This is an optimization exercise on Yosys and OpenROAD, whose aim is small area, a short achievable clock period and few clock cycles, not a production implementation.
RTL that was checked went through simulation tests only; none was proved equivalent to the original.

## fp4_fft
module fp4_fft #(
    parameter MAX_N = 32,
    parameter ADDR_WIDTH = $clog2(MAX_N)
)(
    input wire clk,
    input wire rst,
    input wire start,
    input wire [ADDR_WIDTH-1:0] N,  
    output reg done,
    output reg error,
    input wire [7:0] data_in,  
    input wire data_in_valid,  
    output reg [7:0] data_out,  
    output reg data_out_valid,  
    output reg fft_ready  
);
Size in the first run: about 1400 cells after synthesis, roughly 260 flip-flops, roughly 29 I/O pins, about 13000 µm² of cells after synthesis.
export LEC_CHECK = 0
export ABC_AREA = 1
export CAP_MARGIN = 20
export CORE_MARGIN = 2
export CORE_UTILIZATION = 40
export CTS_BUF_LIST = sky130_fd_sc_hd__clkbuf_16
export CTS_CLUSTER_DIAMETER = 80
export CTS_CLUSTER_SIZE = 25
export SLEW_MARGIN = 20
export BUFFER_PORTS_ARGS = -buffer_cell sky130_fd_sc_hd__buf_4
export SETUP_SLACK_MARGIN = 15
create_clock -name core_clock -period 20.0 [get_ports {clk}]
standard.sh (not shown) runs the stock make flow with config.mk's settings and CLKGATE_MAP_FILE= SYNTH_SCRIPT=/design/flow/synth_recipe.tcl, a recipe that flattens the netlist after the stock synthesis.
==> flow/flow/run.sh <==
#!/bin/bash
set -e
rm -rf scripts_mod
cp -r "$FLOW_HOME/scripts" scripts_mod
printf 'strash\ndch -f\nmap -a\nstrash\ndch -f\nmap -a\ntopo\nstime -c\n' > scripts_mod/abc_area.script
echo "export BUFFER_PORTS_ARGS = -buffer_cell sky130_fd_sc_hd__buf_4" >> "$FLOW_CONFIG"
echo "export SETUP_SLACK_MARGIN = 15" >> "$FLOW_CONFIG"
export SCRIPTS_DIR="$PWD/scripts_mod"
bash standard.sh > standard_flow.log 2>&1
Testbench counts at the start, summed over its fixed seeds: cycles 5,344.
Next try:
==> flow/flow/run.sh (replaced) <==
#!/bin/bash
set -e
rm -rf scripts_mod
cp -r "$FLOW_HOME/scripts" scripts_mod
printf 'strash\ndch -f\nmap -a\nstrash\ndch -f\nmap -a\ntopo\nstime -c\nbuffer -c\nupsize -c\ndnsize -c\n' > scripts_mod/abc_area.script
echo "export BUFFER_PORTS_ARGS = -buffer_cell sky130_fd_sc_hd__buf_4" >> "$FLOW_CONFIG"
echo "export SETUP_SLACK_MARGIN = 15" >> "$FLOW_CONFIG"
export SCRIPTS_DIR="$PWD/scripts_mod"
bash standard.sh > standard_flow.log 2>&1
Cell count came out lower by 2.4%. Wire length came out lower by 6.3%. Count of clock-buffer cells in the layout came out lower by 2. Maximum frequency came out higher by 7.1%. Area after synthesis came out higher by 1.6%. Worst hold slack gains 3.6 ps. Sequential share of layout area came out higher by 1.9 points.
Next try:
==> flow/flow/run.sh (replaced) <==
#!/bin/bash


set -e
echo "export BUFFER_PORTS_ARGS = -buffer_cell sky130_fd_sc_hd__buf_4" >> "$FLOW_CONFIG"
bash standard.sh > standard_flow.log 2>&1
- SETUP_SLACK_MARGIN: 15 -> default
After rerunning: Routed wire length drops by 2.7%; setup slack is worse by 110 ps; non-clock buffer count fell by 77; clock-buffer cell count increases by 2.
Next try:
==> flow/flow/run.sh (replaced) <==
#!/bin/bash
set -e
echo "export BUFFER_PORTS_ARGS = -buffer_cell sky130_fd_sc_hd__buf_4" >> "$FLOW_CONFIG"
echo "export SETUP_SLACK_MARGIN = 15" >> "$FLOW_CONFIG"
bash standard.sh > standard_flow.log 2>&1
- SETUP_SLACK_MARGIN: default -> 15
After rerunning: Worst setup slack improves by 120 ps. Utilization grows by 0.62 points. Synthesized cell count stays the same. Final cell count grows by 0.60%. Fmax grows by 2.4%. Synthesized area stays the same. Die area does not change. Clock skew grows by 3.5 ps. Non-clock buffer count grows by 10. Count of clock-buffer cells in the layout stays the same. Routed wire length grows by 0.47%.

---

fp4_fft, a different RTL version from the one above (not shown whole).
Size in the first run: roughly 260 flip-flops, about 29 I/O pins, roughly 14000 sq um of cells after synthesis.
Design fp4_fft, start of the top module:
module fp4_fft #(
    parameter MAX_N = 32,
    parameter ADDR_WIDTH = $clog2(MAX_N)
)(
    input wire clk,
    input wire rst,
    input wire start,
    input wire [ADDR_WIDTH-1:0] N,  
    output reg done,
    output reg error,
    input wire [7:0] data_in,  
    input wire data_in_valid,  
    output reg [7:0] data_out,  
    output reg data_out_valid,  
    output reg fft_ready  
);
clock: 20.0 ns
lec_check: 0
abc_area: 1
cap_margin: 20
core_margin: 2
core_utilization: 40
cts_buf_list: sky130_fd_sc_hd__clkbuf_8
cts_cluster_diameter: 60
cts_cluster_size: 20
slew_margin: 20
buffer_ports_args: -buffer_cell sky130_fd_sc_hd__buf_4
setup_slack_margin: 15
==> flow/flow/run.sh <==
#!/bin/bash
set -e
echo "export BUFFER_PORTS_ARGS = -buffer_cell sky130_fd_sc_hd__buf_4" >> "$FLOW_CONFIG"
echo "export SETUP_SLACK_MARGIN = 15" >> "$FLOW_CONFIG"
bash standard.sh > standard_flow.log 2>&1
Testbench counts at the start, summed over its fixed seeds: cycles 5,352.
==> next run, changes <==
Settings changed: CTS_BUF_LIST sky130_fd_sc_hd__clkbuf_8 to sky130_fd_sc_hd__clkbuf_16, CTS_CLUSTER_DIAMETER 60 to 80, CTS_CLUSTER_SIZE 20 to 25.
=> The changed run completed with no timing, DRC or antenna violations. Cell count is about the same. Synthesized area does not change. Via count went down by about 0.7%. Sequential share of layout area went down by 0.15 points. Wire length barely changes. Design area went up by about 0.3%. Setup slack improves by 0.088 ns. Synthesized cell count does not change.

---

fp4_fft, a different RTL version from the one above (not shown whole).
Size: ~1500 cells after synthesis, ~260 flip-flops.
==> flow/config.mk <==
export PLATFORM = sky130hd
export DESIGN_NAME = fp4_fft
export DESIGN_NICKNAME = fp4_fft
export VERILOG_FILES = /design/flow/design.v
export SDC_FILE = /design/flow/constraint.sdc
export NUM_CORES = 4
export LEC_CHECK = 0
export ABC_AREA = 1
export CAP_MARGIN = 20
export CORE_MARGIN = 2
export CORE_UTILIZATION = 40
export CTS_BUF_LIST = sky130_fd_sc_hd__clkbuf_8 sky130_fd_sc_hd__clkbuf_16
export CTS_CLUSTER_DIAMETER = 80
export CTS_CLUSTER_SIZE = 25
export SLEW_MARGIN = 20
export BUFFER_PORTS_ARGS = -buffer_cell sky130_fd_sc_hd__buf_4
export SETUP_SLACK_MARGIN = 15
==> flow/constraint.sdc <==
create_clock -name core_clock -period 20.0 [get_ports {clk}]
set_input_delay 4.0000 -clock core_clock [delete_from_list [all_inputs] [get_ports {clk}]]
set_output_delay 4.0000 -clock core_clock [all_outputs]
set_load 0.01 [all_outputs]
Scripts as last shown in full above: flow/flow/run.sh
Testbench counts at the start, summed over its fixed seeds: cycles 5,344.
==> next run, changes <==
CTS_BUF_LIST = sky130_fd_sc_hd__clkbuf_16   (was sky130_fd_sc_hd__clkbuf_8 sky130_fd_sc_hd__clkbuf_16)
CTS_CLUSTER_DIAMETER = 60   (was 80)
CTS_CLUSTER_SIZE = 30   (was 25)
Effect:
- The changed run went through all stages and came out clean
- fmax goes down slightly
- count of clock-buffer cells in the layout rose by 7
- final area went up by a few percent
- wire length increases slightly
- via count rises slightly
- worst setup slack loses 0.028 ns
- worst hold slack degrades by 0.012 ns
==> next run, changes <==
--- a/flow/flow/run.sh
+++ b/flow/flow/run.sh
@@ -4 +4 @@
-echo "export SETUP_SLACK_MARGIN = 15" >> "$FLOW_CONFIG"
+echo "export SETUP_SLACK_MARGIN = 15.2" >> "$FLOW_CONFIG"
CTS_CLUSTER_DIAMETER = 80   (was 60)
CTS_CLUSTER_SIZE = 25   (was 30)
SETUP_SLACK_MARGIN = 15.2   (was 15)
Result: Via count came out lower by about 1.9%; cell count came out lower by about 0.7%; worst setup slack gets better by 0.050 ns; critical path depth is unchanged; clock skew hardly moves; maximum frequency came out higher by 1.0%; synthesized cell count is unchanged; die area is unchanged; hold slack gets better by 0.0047 ns.

---

Another version of the RTL of fp4_fft (not shown whole).
Size in the first run: ~1,700 cells after synthesis, roughly 250 flip-flops.
Settings: LEC_CHECK=0, ABC_AREA=1, CAP_MARGIN=20, CORE_MARGIN=2, CORE_UTILIZATION=40, SLEW_MARGIN=20, BUFFER_PORTS_ARGS=-buffer_cell sky130_fd_sc_hd__buf_4; clock period 20.0 ns.
==> flow/flow/run.sh <==
#!/bin/bash
set -e
cp standard.sh standard_sh_copy.txt
echo "export BUFFER_PORTS_ARGS = -buffer_cell sky130_fd_sc_hd__buf_4" >> "$FLOW_CONFIG"
bash standard.sh > standard_flow.log 2>&1
Edit:
==> flow/run.sh (new file) <==
#!/bin/bash
# synth_recipe.tcl (not shown) runs the flow's synth.tcl, then flattens the netlist and writes it again
# the make line also repeats each setting of config.mk as NAME=value (left out here)
make -C /OpenROAD-flow-scripts/flow DESIGN_CONFIG=/design/flow/config.mk WORK_HOME=/design/flow/orfs CLKGATE_MAP_FILE= SYNTH_SCRIPT=/design/flow/synth_recipe.tcl finish
--- a/flow/config.mk
+++ b/flow/config.mk
@@ -11,3 +11,2 @@
 export CORE_UTILIZATION = 40
 export SLEW_MARGIN = 20
-export BUFFER_PORTS_ARGS = -buffer_cell sky130_fd_sc_hd__buf_4
removed: flow/flow/run.sh
removed: flow/standard.sh
The new run finished clean.
Count of clock-buffer cells in the layout goes down by 2.
Register-to-register slack loses 0.07 ns.
No functional check of the RTL was part of any run of this note.

---

fp4_fft with an RTL version that a note above also has.
Size in the first run: roughly 1500 cells after synthesis, about 260 flip-flops, roughly 29 I/O pins, ~14000 um^2 of cells after synthesis.
==> flow/config.mk <==
export PLATFORM = sky130hd
export DESIGN_NAME = fp4_fft
export DESIGN_NICKNAME = fp4_fft
export VERILOG_FILES = /design/flow/design.v
export SDC_FILE = /design/flow/constraint.sdc
export NUM_CORES = 4
export LEC_CHECK = 0
export ABC_AREA = 1
export CAP_MARGIN = 20
export CORE_MARGIN = 2
export CORE_UTILIZATION = 40
export CTS_BUF_LIST = sky130_fd_sc_hd__clkbuf_16
export CTS_CLUSTER_DIAMETER = 80
export CTS_CLUSTER_SIZE = 25
export SLEW_MARGIN = 20
export BUFFER_PORTS_ARGS = -buffer_cell sky130_fd_sc_hd__buf_4
export SETUP_SLACK_MARGIN = 15
==> flow/constraint.sdc <==
create_clock -name core_clock -period 20.0 [get_ports {clk}]
set_input_delay 4.0000 -clock core_clock [delete_from_list [all_inputs] [get_ports {clk}]]
set_output_delay 4.0000 -clock core_clock [all_outputs]
set_load 0.01 [all_outputs]
==> flow/flow/run.sh <==
#!/bin/bash
set -e
echo "export BUFFER_PORTS_ARGS = -buffer_cell sky130_fd_sc_hd__buf_4" >> "$FLOW_CONFIG"
echo "export SETUP_SLACK_MARGIN = 15" >> "$FLOW_CONFIG"
bash standard.sh > standard_flow.log 2>&1
Testbench counts at the start, summed over its fixed seeds: cycles 5,344.
Next try:
- CORE_UTILIZATION: 40 -> 60
The new run completed without violations. Routed wire length is lower by 2.8%. Die area decreases by 33%. Sequential share of layout area rises by 0.44 points. Count of clock-buffer cells in the layout went up by 2. Worst setup slack got worse by 0.0095 ns. Hold slack gets worse by 0.0080 ns. Final area drops by 0.87%. Non-clock buffer count does not change.
Next try:
- ABC_AREA: 1 -> unset
- CORE_UTILIZATION: 60 -> 40
=> The changed run produced a clean layout; utilization goes down by 20 points; synthesized area goes up by 8.7%; clock skew goes up by 0.020 ns; die area goes up by 61%; worst setup slack hardly moves.

-- afterwards: timing with drivers on the ports --
How much do the figures lean on ideal ports? The routed layouts below were timed once more, with nothing changed but the port constraints. Step 1, drivers: a clkbuf_16 drives clk and a buf_2 each remaining input, both assumed. Step 2, shift: input delay + t, output delay - t, t = (earliest + latest rising clock arrival at the registers) / 2. This alone moves slack from input paths to output paths. Slacks: no drivers / after step 1 / after step 2; pairs: no drivers / after step 1.
run	t (ns)	setup slack, ns	clock arrival spread, ns
the first run of note 1	0.558	14.590 / 14.590 / 14.553	0.021 / 0.021
the second run of note 1	0.546	14.948 / 14.904 / 14.552	0.027 / 0.027
the third run of note 1	0.550	14.834 / 14.839 / 14.310	0.017 / 0.017
the fourth run of note 1	0.552	14.954 / 14.901 / 14.719	0.021 / 0.021
the first run of note 2	0.653	14.858 / 14.810 / 14.489	0.054 / 0.053
the second run of note 2	0.568	14.946 / 14.894 / 14.565	0.024 / 0.023
the first run of note 3	0.534	15.031 / 14.981 / 14.631	0.024 / 0.025
the second run of note 3	0.581	15.003 / 14.953 / 14.618	0.016 / 0.016
the third run of note 3	0.536	15.053 / 15.003 / 14.752	0.017 / 0.018
the first run of note 4	0.599	14.770 / 14.718 / 14.539	0.042 / 0.042
the second run of note 4	0.593	14.393 / 14.343 / 14.114	0.015 / 0.015
the first run of note 5	0.534	15.031 / 14.981 / 14.630	0.025 / 0.025
the second run of note 5	0.542	15.022 / 14.973 / 14.672	0.025 / 0.024
the third run of note 5	0.569	15.020 / 14.968 / 14.537	0.044 / 0.044
After both steps setup and hold are still met in every run listed. The setup slack of the third run of note 1, which loses most, moves by +0.005 ns with the drivers and by -0.524 ns with both steps.
